This design comes from an exercise in tuning for small area on the open sky130 flow, not from production work.
Only simulation tests tie the RTL to the original design; equivalence was not proved.

==> flow/design.v, too long to show whole: its modules and the start of the top module <==
// module PushButton_Debouncer: 44 lines
// module inp_handler: 10486 lines
// module storeval: 284 lines
// module xres: 70 lines
// module bin2bcd: 162 lines
// module cfa: 4 lines
// module cha: 4 lines
// module caoi22: 3 lines
// module cxnor2: 3 lines
// module cxor2: 3 lines
// module cnand2: 3 lines
// module cor2: 3 lines
// module cinv: 3 lines
// module cand2: 3 lines
// module ca222oi: 3 lines
// module co21ai: 3 lines
// module cnand2b: 3 lines
// module ca22o: 3 lines
// module ca21oi: 3 lines
// module co21a: 3 lines
// module cadd3: 6 lines
// module cnor2: 3 lines
// module cand3b: 3 lines
// module cand3: 3 lines
module inp_handler(SW, GPIO_0, HEX0, HEX1, HEX2, HEX3, HEX4, HEX5, clk, reset, MTL2_R, MTL2_G, MTL2_B, MTL2_HSD,
MTL2_VSD);
  // ...
==> flow/run.sh <==
#!/bin/bash
# synth_recipe.tcl (not shown) runs the flow's synth.tcl, then flattens the netlist and writes it again
# the make line also repeats each setting of config.mk as NAME=value (left out here)
make -C /OpenROAD-flow-scripts/flow DESIGN_CONFIG=/design/flow/config.mk WORK_HOME=/design/flow/orfs CLKGATE_MAP_FILE= SYNTH_SCRIPT=/design/flow/synth_recipe.tcl finish
==> flow/config.mk <==
export PLATFORM = sky130hd
export DESIGN_NAME = inp_handler
export DESIGN_NICKNAME = inp_handler
export VERILOG_FILES = /design/flow/design.v
export SDC_FILE = /design/flow/constraint.sdc
export NUM_CORES = 8
export LEC_CHECK = 0
export CAP_MARGIN = 20
export CORE_MARGIN = 2
export CORE_UTILIZATION = 40
export CTS_BUF_LIST = sky130_fd_sc_hd__clkbuf_4 sky130_fd_sc_hd__clkbuf_8
export CTS_CLUSTER_DIAMETER = 80
export CTS_CLUSTER_SIZE = 14
export SLEW_MARGIN = 20
export SYNTH_HIERARCHICAL = 1
export SYNTH_MINIMUM_KEEP_SIZE = 0
==> flow/constraint.sdc <==
create_clock -name core_clock -period 80.0 [get_ports {clk}]
set_input_delay 16.0000 -clock core_clock [delete_from_list [all_inputs] [get_ports {clk}]]
set_output_delay 16.0000 -clock core_clock [all_outputs]
set_load 0.01 [all_outputs]
==> results.cfg, run 1 <==
[status]
status = complete, no violations

[route]
wl_per_cell_um = 24.7
met2_length_mm = 120

[global_routing]
antenna_found_initial = 7
grt_overflow = 0
met2_usage_pct = 43.1
grt_max_degree = 148

[timing]
fin_crit_sh_pct = 49.2
fin_setup_tns_ns = 0

[worst_setup_path]
critPathArrivalTime_ns = 39.87
crit_cells = 85
regToRegEndpoint = rr$_SDFF_PN0_
reg2reg_depth = 85

[cells_and_area]
antenna_cells = 2
areaGrowthSynthToFinish_pct = 7.26
seq-cell-share_pct = 8.63
largest_cell_class = multi-input combinational cells

[yosys]
synth.largest_area_cell = fa_1

[cts]
post_cts_resize_count = 0
clk_latency_ns = 0.66
cts_setup_buffers = 0
numCtsBuffers = 28

[die]
die-area_mm2 = 0.191

[worst_hold_path]
min_path_cells = 1
==> run 2: changes to the inputs <==
--- a/flow/config.mk
+++ b/flow/config.mk
@@ -9,8 +9,6 @@
 export CORE_MARGIN = 2
 export CORE_UTILIZATION = 40
 export CTS_BUF_LIST = sky130_fd_sc_hd__clkbuf_4 sky130_fd_sc_hd__clkbuf_8
-export CTS_CLUSTER_DIAMETER = 80
-export CTS_CLUSTER_SIZE = 14
 export SLEW_MARGIN = 20
 export SYNTH_HIERARCHICAL = 1
 export SYNTH_MINIMUM_KEEP_SIZE = 0
==> results.cfg, run 2 <==
[yosys]
synth_top_area_share_pct = 33.4
synth.mux.area_fraction_pct = 1.22
async_reset_ff_share_pct = 0
synthSimpleGateAreaFrac_pct = 16.3
ys.warnings.count = 8
ys_ff_latch = 346
synth_cell_types = 92
syn_avg_cell_area_um2 = 9.23
synth_area_leaders = fa_1 (33%), xor2_1 (12%), a222oi_1 (11%), nand2_1 (9.6%), dfxtp_1 (9.3%)
synth_xor_area_share_pct = 14.8
synthFlopType = dfxtp_1
yosysSeqAreaShare_pct = 9.25
synth_top_family_by_area = adder cells
synthesis.area_mm2 = 0.0748
synth_compound_area_share_pct = 17.7
ys_top_cells_by_count = nand2_1 (1,912), fa_1 (1,249), xor2_1 (999), a222oi_1 (800), dfxtp_1 (346)
synth_edf_count = 0
synth_cells = 8112
synth_fa_ha_area_share_pct = 38.1
synth.largest_area_cell = fa_1
yosysMostFrequentCell = nand2_1

[worst_setup_path]
max_stage_delay_ns = 1.01
start_kind = register
cp.required_ns = 80.48
crit_fanout = 48
cp-end-kind = register
cpMostUsedCell = fa_1
cpMaxStageDelayCell = dfxtp_1
critPathArrivalTime_ns = 39.93
crit_type = register to register

[global_routing]
grt_pass1_wl_mm = 413
grt_overflow = 0
antenna_found_initial = 6
grt_max_degree = 148
grt_usage_pct = 27.2
grt_pass1_vias = 69400

[placement]
place_ws_ns = 40.54
io_buffers = 68
dp.cells = 10700
dp_hpwl_mm = 188
place_area_mm2 = 0.0798
gp_congestion = 0.923

[cts]
cts-root-buf = clkbuf_8
cts.clk_slew.worst_paths_ns = 0.07
post_cts_resize_count = 0
h-tree-depth = 2
ctsHoldBuffers = 0
clock_sinks = 346
clk_latency_ns = 0.64
cts_tree = yes
cts_max_path_buffers = 3
cts_setup_buffers = 0
numCtsBuffers = 52

[status]
status = complete, no violations

[cells_and_area]
drive_gt1_share_pct = 4.87
layout_common_cells = nand2_1 (1,912), fa_1 (1,249), xor2_1 (997), a222oi_1 (800), dfxtp_1 (346)
num-fill-cells = 17900
largest_register_ff_count = 20
layout_commonest_cell = nand2_1
final_cells = 10800
design_area_mm2 = 0.0810
areaGrowthSynthToFinish_pct = 8.20
regMostFlops = dd
nets = 9844

[route]
drt_iter0_drc = 12600
drc_errors = 0
wl_mm = 265
antenna_left = 0
wl_per_cell_um = 24.5
drt-pass1-iter-count = 15
vias_per_cell = 6.30
vias = 68000

[die]
io-pin-count = 110
fp.coreArea_mm2 = 0.186
dieHeight_um = 437
die_x_um = 437
start_util_pct = 40.3
rows = 158
die-area_mm2 = 0.191

[timing]
worst_pin_slew_ns = 1.20
rsz0062_at_grt = false
period_needed_ns = 39.46
fin_setup_tns_ns = 0
setup_viol = 0
slew_headroom_pct = 19.8
drv_slew = 0
layout_setup_ws_ns = 40.54
fin_crit_sh_pct = 49.3
fmax_mhz = 25.3
hold_viol_final = 0
clock_skew_ns = 0.0280

[flow_run]
cap_viol_max_count = 0

[worst_hold_path]
hold_class = register to register
## run 2: stage by stage
step	hold WS, ns	utilization, %
final	0.374	43.6
after global routing	0.391	43.6
after CTS	0.369	43.6
after detailed placement	0.366	43.0
after global placement	0.359	43.0
after floorplan	0.358	-
## run 2: cell families after synthesis
| family | Yosys count |
|---|---|
| simple gates | 2846 |
| compound gates | 1589 |
| fa+ha+maj | 1528 |
| other cells | 2 |
| xor+xnor | 1257 |
| mux | 81 |
| buf+inv | 463 |
| flops | 346 |
## run 2: modules after synthesis (local to each module, per instance), a selection
module | flip-flops and latches | area (um2) | cells inside | copies in the design
cand2 | 0 | 6.26 | 1 | 68
cor2 | 0 | 6.26 | 1 | 116
cand3b | 0 | 8.76 | 1 | 17
cadd3 | 0 | 56.3 | 10 | 30
cxor2 | 0 | 8.76 | 1 | 971
cxnor2 | 0 | 8.76 | 1 | 191
storeval | 0 | 475 | 52 | 1
cfa | 0 | 20.0 | 1 | 1235
ca22o | 0 | 8.76 | 1 | 130
inp_handler | 159 | 14400 | 1973 | 1
xres | 0 | 60.1 | 8 | 1
PushButton_Debouncer | 11 | 220 | 11 | 17
cnand2 | 0 | 3.75 | 1 | 1611
## run 2: final timing paths
kind	startpoint	to	slack, ns	cells after the start
max	zsd[0]$_DFF_P_	rr$_SDFF_PN0_	40.54	85
min	debounce_loop[34].used.dber.q0$_DFF_P_	debounce_loop[34].used.dber.qn1$_DFF_P_	0.37	1
max reg2reg	zsd[0]$_DFF_P_	rr$_SDFF_PN0_	40.54	85
min reg2reg	debounce_loop[34].used.dber.q0$_DFF_P_	debounce_loop[34].used.dber.qn1$_DFF_P_	0.37	1
## run 2: area by class of cell
| cell class | count | area, um2 | share of cell area [%] |
|---|---|---|---|
| multi-input cells | 7319 | 66400 | 82.0 |
| flip-flops and latches | 346 | 6930 | 8.55 |
| well taps | 2480 | 3100 | 3.83 |
| repair buffers | 267 | 2310 | 2.86 |
| inverters | 289 | 1090 | 1.35 |
| clock buffers | 71 | 946 | 1.17 |
| clock inverters | 23 | 188 | 0.232 |
| diodes | 1 | 2.50 | 0.00309 |
## run 2: critical path, delay by kind of cell, from the launching register on
kind            cells  cell delay [ns]
fa+ha+maj          62            31.24
compound gates      9             3.39
simple gates        9             2.78
flops               1             1.01
xor+xnor            5             0.82
## run 2: layer usage
layer	track usage, %	vias up	wire length, um	part of all wire, %
li1	-	29400	-	-
met1	36.6	33600	104000	39
met2	43.0	4396	120000	45
met3	6.09	599	32500	12
met4	9.42	8	8530	3.2
met5	0.0252	-	48	0.018
==> run 3: changes to the inputs <==
--- a/flow/config.mk
+++ b/flow/config.mk
@@ -9,6 +9,8 @@
 export CORE_MARGIN = 2
 export CORE_UTILIZATION = 40
 export CTS_BUF_LIST = sky130_fd_sc_hd__clkbuf_4 sky130_fd_sc_hd__clkbuf_8
+export CTS_CLUSTER_DIAMETER = 70
+export CTS_CLUSTER_SIZE = 11
 export SLEW_MARGIN = 20
 export SYNTH_HIERARCHICAL = 1
 export SYNTH_MINIMUM_KEEP_SIZE = 0
==> results.cfg, run 3 <==
[timing]
slew_headroom_pct = 22.9
period_needed_ns = 39.39
setup_viol = 0
hold_viol_final = 0
fin_crit_sh_pct = 49.2
drv_slew = 0
clock_skew_ns = 0.0319
rsz0062_at_grt = false
fmax_mhz = 25.4
fin_setup_tns_ns = 0
worst_pin_slew_ns = 1.16

[yosys]
ys.warnings.count = 8
ys_ff_latch = 346
ys_top_cells_by_count = nand2_1 (1,912), fa_1 (1,249), xor2_1 (999), a222oi_1 (800), dfxtp_1 (346)
synth.largest_area_cell = fa_1
synth_edf_count = 0
synth_top_area_share_pct = 33.4
synthFlopType = dfxtp_1
yosysMostFrequentCell = nand2_1
async_reset_ff_share_pct = 0
syn_avg_cell_area_um2 = 9.23
yosysSeqAreaShare_pct = 9.25
synth_area_leaders = fa_1 (33%), xor2_1 (12%), a222oi_1 (11%), nand2_1 (9.6%), dfxtp_1 (9.3%)
synth_cell_types = 92
synth_cells = 8112
synthesis.area_mm2 = 0.0748

[die]
rows = 158
fp.coreArea_mm2 = 0.186
io-pin-count = 110
die-area_mm2 = 0.191
dieHeight_um = 437
start_util_pct = 40.3
die_x_um = 437

[worst_hold_path]
hold_class = register to register
min_path_cells = 1
min_to = debounce_loop[7].used.dber.qn3$_DFF_P_
min-delay-start = debounce_loop[7].used.dber.q2$_DFF_P_

[route]
wl_per_cell_um = 24.6
vias = 67700
drc_errors = 0
drt-pass1-iter-count = 17
vias_per_cell = 6.30
antenna_left = 0
wl_mm = 264
drt_iter0_drc = 13000

[cells_and_area]
areaGrowthSynthToFinish_pct = 7.46
largest_register_ff_count = 20
layout_common_cells = nand2_1 (1,912), fa_1 (1,249), xor2_1 (997), a222oi_1 (800), dfxtp_1 (346)
regMostFlops = dd
nets = 9830
layout_commonest_cell = nand2_1
drive_gt1_share_pct = 4.30
design_area_mm2 = 0.0804

[cts]
numCtsBuffers = 38
cts_tree = yes
post_cts_resize_count = 0
cts_setup_buffers = 0
cts-root-buf = clkbuf_8
clk_latency_ns = 0.61
h-tree-depth = 2
clock_sinks = 346
cts_max_path_buffers = 3
ctsHoldBuffers = 0
cts.clk_slew.worst_paths_ns = 0.10

[global_routing]
grt_usage_pct = 27.2
antenna_found_initial = 7
grt_pass1_wl_mm = 413
grt_max_degree = 148
grt_pass1_vias = 69300
grt_overflow = 0

[worst_setup_path]
crit_type = register to register
cp.required_ns = 80.45
reg2reg_depth = 85
rrSetupSlack_ns = 40.61
cp-end-kind = register
timing.rr.start = zsd[0]$_DFF_P_
start_kind = register
cp-startpoint = zsd[0]$_DFF_P_
regToRegEndpoint = rr$_SDFF_PN0_
crit_fanout = 48
max_stage_delay_ns = 1.01
cpMaxStageDelayCell = dfxtp_1
critPathArrivalTime_ns = 39.84
cpMostUsedCell = fa_1

[flow_run]
cap_viol_max_count = 0

[status]
status = complete, no violations

[placement]
place_area_mm2 = 0.0798
gp_congestion = 0.923
dp_hpwl_mm = 188
io_buffers = 68
[run 3: changes by cell type in the layout (fill, tap and decap cells not counted), moves of 2 or more]
cell | previous run | this run
clkbuf_4 | 5 | 0
clkbuf_8 | 66 | 39
bufinv_16 | 2 | 0
clkinvlp_4 | 2 | 0
inv_6 | 2 | 4
clkinv_2 | 15 | 1
[run 3: final cells by class]
class	count	area [um2]
Antenna cell	2	5.00
Clock buffer	39	537
Clock inverter	5	40.0
Fill cell	17900	105000
Inverter	289	1090
Multi-Input combinational cell	7319	66400
Sequential cell	346	6930
Tap cell	2480	3100
Timing Repair Buffer	267	2310
[run 3: per-layer routing]
metal	track usage [%]	vias to the layer above	routed length [um]
met2	43.2	4218	119000
met3	5.81	616	31500
met1	36.8	33500	105000
met4	9.09	10	8670
li1	-	29300	-
met5	0.0252	-	63
[run 3: per-stage QoR]
| step | util [%] | setup slack [ns] | instances | hold WS (ns) |
|---|---|---|---|---|
| floorplan | - | 32.20 | 8128 | 0.358 |
| global placement | 43.0 | 40.42 | 10700 | 0.359 |
| detailed placement | 43.0 | 40.54 | 10700 | 0.366 |
| CTS | 43.3 | 40.54 | 10700 | 0.375 |
| global route | 43.3 | 39.16 | 10700 | 0.395 |
| finish | 43.3 | 40.61 | 10700 | 0.372 |
[run 3: per-module statistics from Yosys, one instance, submodules excluded, a selection]
module	flip-flops and latches	times used	cells	cell area (um2)
cand3	0	17	1	6.26
storeval	0	1	52	475
cnor2	0	153	1	3.75
cadd3	0	30	10	56.3
cand2	0	68	1	6.26
cfa	0	1235	1	20.0
bin2bcd	0	1	26	180
cxnor2	0	191	1	8.76
cand3b	0	17	1	8.76
cxor2	0	971	1	8.76
PushButton_Debouncer	11	17	11	220
cnand2	0	1611	1	3.75
[run 3: cells by family (layout without fill, tap and decap cells)]
| kind of cell | after synthesis | count (layout) | synth area share [%] |
|---|---|---|---|
| DFF | 346 | 346 | 9.25 |
| buffers and inverters | 463 | 600 | 2.69 |
| other | 2 | 20 | 0.0100 |
| AOI/OAI and AO/OA | 1589 | 1589 | 17.7 |
| muxes | 81 | 81 | 1.22 |
| and+or+nand+nor | 2846 | 2846 | 16.3 |
| adders and majority gates | 1528 | 1528 | 38.1 |
| xor gates and xnor gates | 1257 | 1257 | 14.8 |
[run 3: critical path: cells and delay by family, from the launching register on]
family,cells,cell delay [ns]
xor gates and xnor gates,5,0.82
adders and majority gates,62,31.21
AOI/OAI and AO/OA,9,3.36
and+or+nand+nor,9,2.76
DFF,1,1.01
[run 3: worst max-delay path by stage]
| stage | end | slack (ns) |
|---|---|---|
| 4_1_cts | rr$_SDFF_PN0_ | 40.54 |
| 5_1_grt | rr$_SDFF_PN0_ | 39.16 |
| 3_5_place_dp | C4[16]$_SDFFE_PN0N_ | 40.54 |
| 6_report | rr$_SDFF_PN0_ | 40.61 |
| 3_3_place_gp | rr$_SDFF_PN0_ | 40.42 |
| 2_1_floorplan | gg$_SDFF_PN0_ | 32.20 |
==> run 4: changes to the inputs <==
--- a/flow/config.mk
+++ b/flow/config.mk
@@ -8,9 +8,9 @@
 export CAP_MARGIN = 20
 export CORE_MARGIN = 2
 export CORE_UTILIZATION = 40
-export CTS_BUF_LIST = sky130_fd_sc_hd__clkbuf_4 sky130_fd_sc_hd__clkbuf_8
+export CTS_BUF_LIST = sky130_fd_sc_hd__clkbuf_8
 export CTS_CLUSTER_DIAMETER = 70
-export CTS_CLUSTER_SIZE = 11
+export CTS_CLUSTER_SIZE = 16
 export SLEW_MARGIN = 20
 export SYNTH_HIERARCHICAL = 1
 export SYNTH_MINIMUM_KEEP_SIZE = 0
==> results.cfg, run 4 <==
[cts]
cts_tree = yes
clk_latency_ns = 0.67
cts.clk_slew.worst_paths_ns = 0.10
h-tree-depth = 1
post_cts_resize_count = 0
ctsHoldBuffers = 0
cts_setup_buffers = 0
clock_sinks = 346
numCtsBuffers = 28
cts-root-buf = clkbuf_8
cts_max_path_buffers = 3

[cells_and_area]
design_area_mm2 = 0.0803
drive_gt1_share_pct = 4.20
nets = 9820
regMostFlops = dd
layout_common_cells = nand2_1 (1,912), fa_1 (1,249), xor2_1 (997), a222oi_1 (800), dfxtp_1 (346)
areaGrowthSynthToFinish_pct = 7.34
largest_register_ff_count = 20
layout_commonest_cell = nand2_1

[worst_setup_path]
cp.required_ns = 80.51
crit_family = adder cells
cpMaxStageDelayCell = dfxtp_1
path_buf_inv = 0
crit_fanout = 48
start_kind = register
rrSetupSlack_ns = 40.52
cp-end-kind = register
critPathArrivalTime_ns = 39.99
crit_type = register to register
max_stage_delay_ns = 1.01
cpMostUsedCell = fa_1

[global_routing]
top_usage_layer = met2
antenna_found_initial = 7
grtUsageMet3_pct = 5.89
grt_overflow = 0
met2_usage_pct = 43.0
grt_usage_pct = 27.2
met1_usage_pct = 36.7
grt_max_degree = 148
grt_pass1_vias = 69200
grt_pass1_wl_mm = 412

[route]
vias = 67800
drc_errors = 0
wl_mm = 264
antenna_left = 0
drt_iter0_drc = 13200
drt-pass1-iter-count = 14
wl_per_cell_um = 24.6
vias_per_cell = 6.31

[yosys]
synth.largest_area_cell = fa_1
ys.warnings.count = 8
synth_xor_area_share_pct = 14.8
synth_top_area_share_pct = 33.4
async_reset_ff_share_pct = 0
ys_ff_latch = 346
synth_edf_count = 0
synth.mux.area_fraction_pct = 1.22
synthFlopType = dfxtp_1
ys_top_cells_by_count = nand2_1 (1,912), fa_1 (1,249), xor2_1 (999), a222oi_1 (800), dfxtp_1 (346)
syn_avg_cell_area_um2 = 9.23
synth_cell_types = 92
synth_compound_area_share_pct = 17.7
yosysSeqAreaShare_pct = 9.25
synthSimpleGateAreaFrac_pct = 16.3
synth_fa_ha_area_share_pct = 38.1
synth_top_family_by_area = adder cells
synthesis.area_mm2 = 0.0748
synth_cells = 8112
synth_area_leaders = fa_1 (33%), xor2_1 (12%), a222oi_1 (11%), nand2_1 (9.6%), dfxtp_1 (9.3%)
yosysMostFrequentCell = nand2_1

[timing]
hold_viol_final = 0
rsz0062_at_grt = false
worst_pin_slew_ns = 1.17
hold_slack_ns = 0.386
clock_skew_ns = 0.0475
fin_crit_sh_pct = 49.3
fin_setup_tns_ns = 0
setup_viol = 0
drv_slew = 0
period_needed_ns = 39.48
fmax_mhz = 25.3
slew_headroom_pct = 21.9

[die]
die_x_um = 437
dieHeight_um = 437
io-pin-count = 110
start_util_pct = 40.3
die-area_mm2 = 0.191
fp.coreArea_mm2 = 0.186
rows = 158

[placement]
place_area_mm2 = 0.0798
gp_congestion = 0.923
io_buffers = 68
dp_hpwl_mm = 188

[status]
status = complete, no violations

[flow_run]
cap_viol_max_count = 0

[worst_hold_path]
hold_class = register to register
run 4: cell counts after synthesis:
No cell type changed its count.
run 4: kinds of logic after synthesis:
family,count (synthesis)
buf+inv,463
simple gates,2846
xor+xnor,1257
compound gates,1589
fa+ha+maj,1528
other cells,2
mux,81
flops,346
run 4: Yosys stat by module (local to each module, per instance), a selection:
| module | flops+latches | copies in the design | area [um2] | cells inside |
|---|---|---|---|---|
| xres | 0 | 1 | 60.1 | 8 |
| inp_handler | 159 | 1 | 14400 | 1973 |
| cxnor2 | 0 | 191 | 8.76 | 1 |
| bin2bcd | 0 | 1 | 180 | 26 |
| cxor2 | 0 | 971 | 8.76 | 1 |
| PushButton_Debouncer | 11 | 17 | 220 | 11 |
| cand2 | 0 | 68 | 6.26 | 1 |
| cadd3 | 0 | 30 | 56.3 | 10 |
| cand3b | 0 | 17 | 8.76 | 1 |
run 4: final cells by class:
class                   count  area (um2)
multi-input cells        7319       66400
flip-flops and latches    346        6930
diodes                      3        7.51
fillers                 17900      105000
repair buffers            267        2310
clock buffers              29         399
well taps                2480        3100
clock inverters             7        91.3
inverters                 289        1090
run 4: final timing paths:
| check | startpoint | end | cells past startpoint |
|---|---|---|---|
| setup / recovery | zsd[0]$_DFF_P_ | rr$_SDFF_PN0_ | 85 |
| hold / removal | debounce_loop[35].used.dber.q2$_DFF_P_ | debounce_loop[35].used.dber.qn3$_DFF_P_ | 1 |
| setup reg to reg | zsd[0]$_DFF_P_ | rr$_SDFF_PN0_ | 85 |
| hold reg to reg | debounce_loop[35].used.dber.q2$_DFF_P_ | debounce_loop[35].used.dber.qn3$_DFF_P_ | 1 |
run 4: through the flow:
stage | std cells | worst slack, ns | util (%)
final | 10700 | 40.52 | 43.3
after global routing | 10700 | 39.16 | 43.3
after CTS | 10700 | 40.54 | 43.2
after detailed placement | 10700 | 40.54 | 43.0
after global placement | 10700 | 40.42 | 43.0
after floorplan | 8128 | 32.20 | -
run 4: metal layers:
layer	share of wire, %	vias to the layer above
met5	0.019	-
met3	12	582
met1	39	33500
met2	45	4371
met4	3.2	8
li1	-	29300
run 4: worst reg2reg max path, delay by kind of cell (launching register included):
family	cells	cell delay [ns]
simple gates	9	2.80
xor+xnor	5	0.84
compound gates	9	3.49
flops	1	1.01
fa+ha+maj	62	31.21
==> run 5: changes to the inputs <==
==> flow/flow/run.sh (new file) <==
#!/bin/bash
set -euo pipefail
here=$(pwd)
cp config.mk config_layout.mk
echo "export BUFFER_PORTS_ARGS = -buffer_cell sky130_fd_sc_hd__buf_1" >> config_layout.mk
echo "export CTS_ARGS = -sink_clustering_enable -repair_clock_nets -sink_clustering_size 11 -sink_clustering_max_diameter 70 -buf_list {sky130_fd_sc_hd__clkbuf_4 sky130_fd_sc_hd__clkbuf_8} -dont_use_dummy_load" >> config_layout.mk
sed "s#$here/config.mk#$here/config_layout.mk#g" standard.sh > standard_layout.sh
grep -q "config_layout.mk" standard_layout.sh
bash standard_layout.sh > flow.log 2>&1
==> flow/standard.sh (new file) <==
#!/bin/bash
# synth_recipe.tcl (not shown) runs the flow's synth.tcl, then flattens the netlist and writes it again
# the make line also repeats each setting of config.mk as NAME=value (left out here)
make -C /OpenROAD-flow-scripts/flow DESIGN_CONFIG=/design/flow/config.mk WORK_HOME=/design/flow/orfs CLKGATE_MAP_FILE= SYNTH_SCRIPT=/design/flow/synth_recipe.tcl "${@:-finish}"
--- a/flow/config.mk
+++ b/flow/config.mk
@@ -8,9 +8,9 @@
 export CAP_MARGIN = 20
 export CORE_MARGIN = 2
 export CORE_UTILIZATION = 40
-export CTS_BUF_LIST = sky130_fd_sc_hd__clkbuf_8
+export CTS_BUF_LIST = sky130_fd_sc_hd__clkbuf_4 sky130_fd_sc_hd__clkbuf_8
 export CTS_CLUSTER_DIAMETER = 70
-export CTS_CLUSTER_SIZE = 16
+export CTS_CLUSTER_SIZE = 11
 export SLEW_MARGIN = 20
 export SYNTH_HIERARCHICAL = 1
 export SYNTH_MINIMUM_KEEP_SIZE = 0
removed: flow/run.sh
==> results.cfg, run 5 <==
[timing]
rsz0062_at_grt = false
setup_viol = 0
hold_slack_ns = 0.378
fin_setup_tns_ns = 0
slew_headroom_pct = 20.8
fmax_mhz = 25.9
hold_viol_final = 0
worst_pin_slew_ns = 1.18
clock_skew_ns = 0.0831
drv_slew = 0
period_needed_ns = 38.57
fin_crit_sh_pct = 48.2

[yosys]
synthesis.area_mm2 = 0.0748
synth_cell_types = 92
synth.largest_area_cell = fa_1
ys_top_cells_by_count = nand2_1 (1,912), fa_1 (1,249), xor2_1 (999), a222oi_1 (800), dfxtp_1 (346)
synth_cells = 8112
synth_edf_count = 0
synthFlopType = dfxtp_1
ys.warnings.count = 8
yosysSeqAreaShare_pct = 9.25
synth_top_area_share_pct = 33.4
syn_avg_cell_area_um2 = 9.23
yosysMostFrequentCell = nand2_1
synth_area_leaders = fa_1 (33%), xor2_1 (12%), a222oi_1 (11%), nand2_1 (9.6%), dfxtp_1 (9.3%)
ys_ff_latch = 346
async_reset_ff_share_pct = 0

[flow_run]
cap_viol_max_count = 0

[die]
die-area_mm2 = 0.191
start_util_pct = 40.3
rows = 158
io-pin-count = 110
die_x_um = 437
dieHeight_um = 437
fp.coreArea_mm2 = 0.186

[global_routing]
grt_overflow = 0
antenna_found_initial = 1
grt_usage_pct = 27.2
grt_max_degree = 128
grt_pass1_vias = 68400
grt_pass1_wl_mm = 412

[worst_setup_path]
cp-end-kind = register
timing.rr.start = zsd[1]$_DFF_P_
max_stage_delay_ns = 0.93
regToRegEndpoint = rr$_SDFF_PN0_
crit_fanout = 22
crit_type = register to register
rrSetupSlack_ns = 41.43
start_kind = register
reg2reg_depth = 84
cpMostUsedCell = fa_1
cp.required_ns = 80.45
critPathArrivalTime_ns = 39.02
cpMaxStageDelayCell = ha_1

[placement]
gp_congestion = 0.919
dp_hpwl_mm = 189
io_buffers = 68

[route]
antenna_left = 0
drt-pass1-iter-count = 15
vias_per_cell = 6.32
drc_errors = 0
wl_mm = 265
vias = 67900
drt_iter0_drc = 13000
wl_per_cell_um = 24.7

[cts]
ctsHoldBuffers = 0
clock_sinks = 346
cts_setup_buffers = 0
numCtsBuffers = 37
cts_tree = yes
h-tree-depth = 2
cts_max_path_buffers = 3
post_cts_resize_count = 0
cts.clk_slew.worst_paths_ns = 0.09
clk_latency_ns = 0.62
cts-root-buf = clkbuf_8

[cells_and_area]
drive_gt1_share_pct = 4.16
num-fill-cells = 17900
regMostFlops = dd
largest_register_ff_count = 20
areaGrowthSynthToFinish_pct = 6.68
nets = 9825
layout_commonest_cell = nand2_1
antenna_cells = 0
layout_common_cells = nand2_1 (1,912), fa_1 (1,249), xor2_1 (998), a222oi_1 (800), dfxtp_1 (345)

[worst_hold_path]
min-delay-start = debounce_loop[7].used.dber.q0$_DFF_P_
min_path_cells = 1
hold_class = register to register
min_to = debounce_loop[7].used.dber.qn1$_DFF_P_

[status]
status = complete, no violations
[run 5: logic make-up (layout without fill, tap and decap cells)]
logic type | Yosys count | count (layout) | share of synthesized area, %
multiplexers | 81 | 81 | 1.22
flip-flops | 346 | 346 | 9.25
XOR/XNOR | 1257 | 1257 | 14.8
AO/OA/AOI/OAI | 1589 | 1589 | 17.7
adder cells (fa/ha/maj) | 1528 | 1528 | 38.1
buffers and inverters | 463 | 589 | 2.69
other | 2 | 18 | 0.0100
AND/OR/NAND/NOR | 2846 | 2846 | 16.3
[run 5: worst max-delay path by stage]
stage | from | endpoint | slack [ns] | cells after the start
floorplan | zsd[0]$_DFF_P_ | gg$_SDFF_PN0_ | 32.20 | 85
global placement | zsd[0]$_DFF_P_ | rr$_SDFF_PN0_ | 40.91 | 85
detailed placement | zsd[0]$_DFF_P_ | rr$_SDFF_PN0_ | 41.11 | 85
CTS | zsd[0]$_DFF_P_ | rr$_SDFF_PN0_ | 40.97 | 85
global route | zsd[1]$_DFF_P_ | rr$_SDFF_PN0_ | 40.14 | 84
finish | zsd[1]$_DFF_P_ | rr$_SDFF_PN0_ | 41.43 | 84
[run 5: critical path, delay by kind of cell, from the launching register on]
kind / cells / cell delay, ns
adder cells (fa/ha/maj): 60 / 30.39
XOR/XNOR: 5 / 0.92
AO/OA/AOI/OAI: 8 / 2.79
flip-flops: 1 / 0.81
buffers and inverters: 1 / 0.34
AND/OR/NAND/NOR: 10 / 3.15
[run 5: per-layer routing]
| layer | global-route usage [%] | vias to the layer above | part of all wire, % |
|---|---|---|---|
| met4 | 9.43 | 2 | 3.6 |
| met2 | 42.7 | 4514 | 45 |
| met1 | 37.0 | 33500 | 40 |
| met3 | 6.00 | 610 | 12 |
| li1 | - | 29300 | - |
| met5 | 0 | - | 0.0049 |
[run 5: modules after synthesis, one instance, submodules excluded, excerpt]
module / copies in the design / cells inside / area [um2]
cand3b: 17 / 1 / 8.76
bin2bcd: 1 / 26 / 180
cinv: 116 / 1 / 3.75
cand3: 17 / 1 / 6.26
xres: 1 / 8 / 60.1
storeval: 1 / 52 / 475
cxor2: 971 / 1 / 8.76
cha: 141 / 1 / 12.5
ca22o: 130 / 1 / 8.76
cadd3: 30 / 10 / 56.3
cor2: 116 / 1 / 6.26
[run 5: final cells by class]
cell class | count | area (um2) | share of cell area (%)
clock buffers | 37 | 509 | 0.638
inverters | 289 | 1090 | 1.36
multi-input cells | 7319 | 66400 | 83.1
flip-flops and latches | 346 | 6930 | 8.68
well taps | 2480 | 3100 | 3.89
repair buffers | 263 | 1830 | 2.29
[run 5: per-stage QoR]
stage / utilization (%) / worst slack, ns / std cells / cell area [um2]
after floorplan: - / 32.20 / 8128 / 74900
after global routing: 43.0 / 40.14 / 10700 / 79800
after detailed placement: 42.7 / 41.11 / 10700 / 79300
after CTS: 43.0 / 40.97 / 10700 / 79800
after global placement: 42.7 / 40.91 / 10700 / 79300
final: 43.0 / 41.43 / 10700 / 79800
==> run 6: changes to the inputs <==
==> flow/flow/run.sh (replaced) <==
#!/bin/bash
# Layout flow: the standard layout (standard.sh) with the standard
# synthesis, changed only in two layout settings: the port buffers use the
# smallest buffer cell (the ports drive or see only light loads), and clock
# tree synthesis adds no dummy loads (the clock buffers the flow asks for are
# kept). Every other step is the standard flow's.
set -euo pipefail
here=$(pwd)
cp config.mk config_layout.mk
echo "export BUFFER_PORTS_ARGS = -buffer_cell sky130_fd_sc_hd__buf_1" >> config_layout.mk
echo "export CTS_ARGS = -sink_clustering_enable -repair_clock_nets -buf_list {sky130_fd_sc_hd__clkbuf_4 sky130_fd_sc_hd__clkbuf_8} -dont_use_dummy_load" >> config_layout.mk
sed "s#$here/config.mk#$here/config_layout.mk#g" standard.sh > standard_layout.sh
grep -q "config_layout.mk" standard_layout.sh
bash standard_layout.sh > flow.log 2>&1
--- a/flow/config.mk
+++ b/flow/config.mk
@@ -9,8 +9,6 @@
 export CORE_MARGIN = 2
 export CORE_UTILIZATION = 40
 export CTS_BUF_LIST = sky130_fd_sc_hd__clkbuf_4 sky130_fd_sc_hd__clkbuf_8
-export CTS_CLUSTER_DIAMETER = 70
-export CTS_CLUSTER_SIZE = 11
 export SLEW_MARGIN = 20
 export SYNTH_HIERARCHICAL = 1
 export SYNTH_MINIMUM_KEEP_SIZE = 0
==> results.cfg, run 6 <==
[worst_setup_path]
cpMaxStageDelayCell = fa_1
crit_fanout = 22
start_kind = register
max_stage_delay_ns = 1.17
critPathArrivalTime_ns = 39.17
cp-end-kind = register
crit_type = register to register
cpMostUsedCell = fa_1
cp.required_ns = 80.46

[yosys]
synth.largest_area_cell = fa_1
yosysMostFrequentCell = nand2_1
synthesis.area_mm2 = 0.0748
synth_cells = 8112
syn_avg_cell_area_um2 = 9.23
synth_cell_types = 92
ys_ff_latch = 346
yosysSeqAreaShare_pct = 9.25
ys_top_cells_by_count = nand2_1 (1,912), fa_1 (1,249), xor2_1 (999), a222oi_1 (800), dfxtp_1 (346)
ys.warnings.count = 8
synth_top_area_share_pct = 33.4
synth_edf_count = 0
async_reset_ff_share_pct = 0
synth_area_leaders = fa_1 (33%), xor2_1 (12%), a222oi_1 (11%), nand2_1 (9.6%), dfxtp_1 (9.3%)
synthFlopType = dfxtp_1

[cts]
numCtsBuffers = 52
cts.clk_slew.worst_paths_ns = 0.06
cts_setup_buffers = 0
cts_tree = yes
clk_latency_ns = 0.65
post_cts_resize_count = 0
cts-root-buf = clkbuf_8
h-tree-depth = 2
clock_sinks = 346
ctsHoldBuffers = 0
cts_max_path_buffers = 3

[cells_and_area]
multi_input_area_mm2 = 0.0664
largest_register_ff_count = 20
final_cells = 10700
drive_gt1_share_pct = 4.33
areaGrowthSynthToFinish_pct = 6.96
antenna_cells = 0
seqCellArea_mm2 = 0.00693
layout_commonest_cell = nand2_1
regMostFlops = dd
nets = 9840
layout_common_cells = nand2_1 (1,912), fa_1 (1,249), xor2_1 (998), a222oi_1 (800), dfxtp_1 (345)
num-fill-cells = 17900

[die]
start_util_pct = 40.3
io-pin-count = 110
fp.coreArea_mm2 = 0.186
die-area_mm2 = 0.191
rows = 158
dieHeight_um = 437
die_x_um = 437

[timing]
hold_viol_final = 0
rsz0062_at_grt = false
slew_headroom_pct = 21.8
drv_slew = 0
fin_crit_sh_pct = 48.4
layout_setup_ws_ns = 41.29
setup_viol = 0
clock_skew_ns = 0.0959
period_needed_ns = 38.71
fin_setup_tns_ns = 0
worst_pin_slew_ns = 1.17
fmax_mhz = 25.8

[global_routing]
grt_usage_pct = 27.2
grt_pass1_vias = 68600
grt_pass1_wl_mm = 412
antenna_found_initial = 0
grt_max_degree = 128
grt_overflow = 0

[route]
vias_per_cell = 6.32
antenna_left = 0
wl_per_cell_um = 24.6
vias = 68000
wl_mm = 265
drc_errors = 0
drt-pass1-iter-count = 17
drt_iter0_drc = 13000

[placement]
place_ws_ns = 41.11
gp_congestion = 0.919
io_buffers = 68
dp_hpwl_mm = 189
dp.cells = 10700

[status]
status = complete, no violations

[flow_run]
cap_viol_max_count = 0

[worst_hold_path]
hold_class = register to register
run 6: changes by cell type in the layout (fill, tap and decap cells not counted):
cell      change
clkbuf_8     +15
run 6: stage by stage:
stage | utilization, % | instance area, um2 | hold slack, ns
after detailed placement | 42.7 | 79300 | 0.367
after floorplan | - | 74900 | 0.358
after CTS | 43.1 | 80000 | 0.368
final | 43.1 | 80100 | 0.369
after global placement | 42.7 | 79300 | 0.361
after global routing | 43.1 | 80100 | 0.367
run 6: worst max-delay path, delay by kind of cell (launching register included):
kind            cells  cell delay, ns
buf+inv             1            0.35
xor+xnor            5            0.93
fa+ha+maj          60           30.37
simple gates       10            3.15
compound gates      8            2.83
flops               1            0.83
run 6: final timing paths:
path                            depth (start not counted)  slack, ns                                       to                                   start
worst max-delay path                                   84      41.29                            rr$_SDFF_PN0_                          zsd[1]$_DFF_P_
worst min-delay path                                    1       0.37  debounce_loop[34].used.dber.qn1$_DFF_P_  debounce_loop[34].used.dber.q0$_DFF_P_
worst max register to register                         84      41.29                            rr$_SDFF_PN0_                          zsd[1]$_DFF_P_
worst min register to register                          1       0.37  debounce_loop[34].used.dber.qn1$_DFF_P_  debounce_loop[34].used.dber.q0$_DFF_P_
run 6: metal layers:
layer / routed length (um) / vias up / track usage [%]
met3: 31800 / 606 / 6.05
met4: 9750 / 0 / 9.86
met1: 105000 / 33700 / 36.9
met5: 0 / - / 0
li1: - / 29300 / -
met2: 118000 / 4382 / 42.5
run 6: Yosys stat by module (local to each module, per instance), a selection:
module / flip-flops and latches / cells
ca22o: 0 / 1
cfa: 0 / 1
xres: 0 / 8
cand3: 0 / 1
cxnor2: 0 / 1
cnand2: 0 / 1
ca222oi: 0 / 1
cand2: 0 / 1
cadd3: 0 / 10
inp_handler: 159 / 1973
cand3b: 0 / 1
cor2: 0 / 1
PushButton_Debouncer: 11 / 11
cinv: 0 / 1
cnor2: 0 / 1
run 6: kinds of logic after synthesis:
family                     count (synthesis)  share of synthesized area (%)
buffers and inverters                    463                           2.69
AOI/OAI and AO/OA                       1589                           17.7
muxes                                     81                           1.22
xor gates and xnor gates                1257                           14.8
other                                      2                         0.0100
DFF                                      346                           9.25
adders and majority gates               1528                           38.1
and+or+nand+nor                         2846                           16.3
run 6: layout make-up:
class                      count  share of cell area, %
multi-input combinational   7319                   82.9
tap                         2480                   3.88
timing repair buffer         263                   2.28
sequential                   346                   8.65
clock buffer                  52                  0.894
inverter                     289                   1.36

separate check: timing with driven ports:
The results above use ideal ports. As a check the final layouts listed here were re-extracted and re-timed, cells and wires unchanged.
Step 1, drivers: a clkbuf_16 drives clk and a buf_2 each remaining input, both assumed.
Step 2 adds t to the input delays and takes it off the output delays; t is the mean of the earliest and latest rising clock arrival at the registers after step 1. Input paths then give back, and output paths get back, about the clock's delay inside the block.
Slacks: ideal ports / drivers / drivers and shift; pairs: ideal ports / drivers.
| run | t (ns) | slack for setup (ns) | latest minus earliest clock arrival (ns) | slew at the worst register clock pin (ns) | pins driven straight from the clock port |
|---|---|---|---|---|---|
| run 1 | 0.690 | 40.634 / 40.634 / 40.362 | 0.049 / 0.049 | 0.12 / 0.12 | 1 |
| run 2 | 0.676 | 40.544 / 40.544 / 40.355 | 0.028 / 0.028 | 0.08 / 0.08 | 1 |
| run 3 | 0.646 | 40.614 / 40.614 / 40.372 | 0.032 / 0.032 | 0.10 / 0.10 | 1 |
| run 4 | 0.694 | 40.520 / 40.520 / 40.415 | 0.048 / 0.048 | 0.12 / 0.12 | 1 |
| run 5 | 0.629 | 41.430 / 41.430 / 41.382 | 0.083 / 0.083 | 0.10 / 0.10 | 1 |
| run 6 | 0.652 | 41.290 / 41.290 / 41.290 | 0.096 / 0.096 | 0.07 / 0.07 | 1 |
After both steps every run listed still meets setup and hold. For run 1, which loses most, drivers alone change the setup slack by 0.000 ns; drivers and shift together by -0.272 ns.
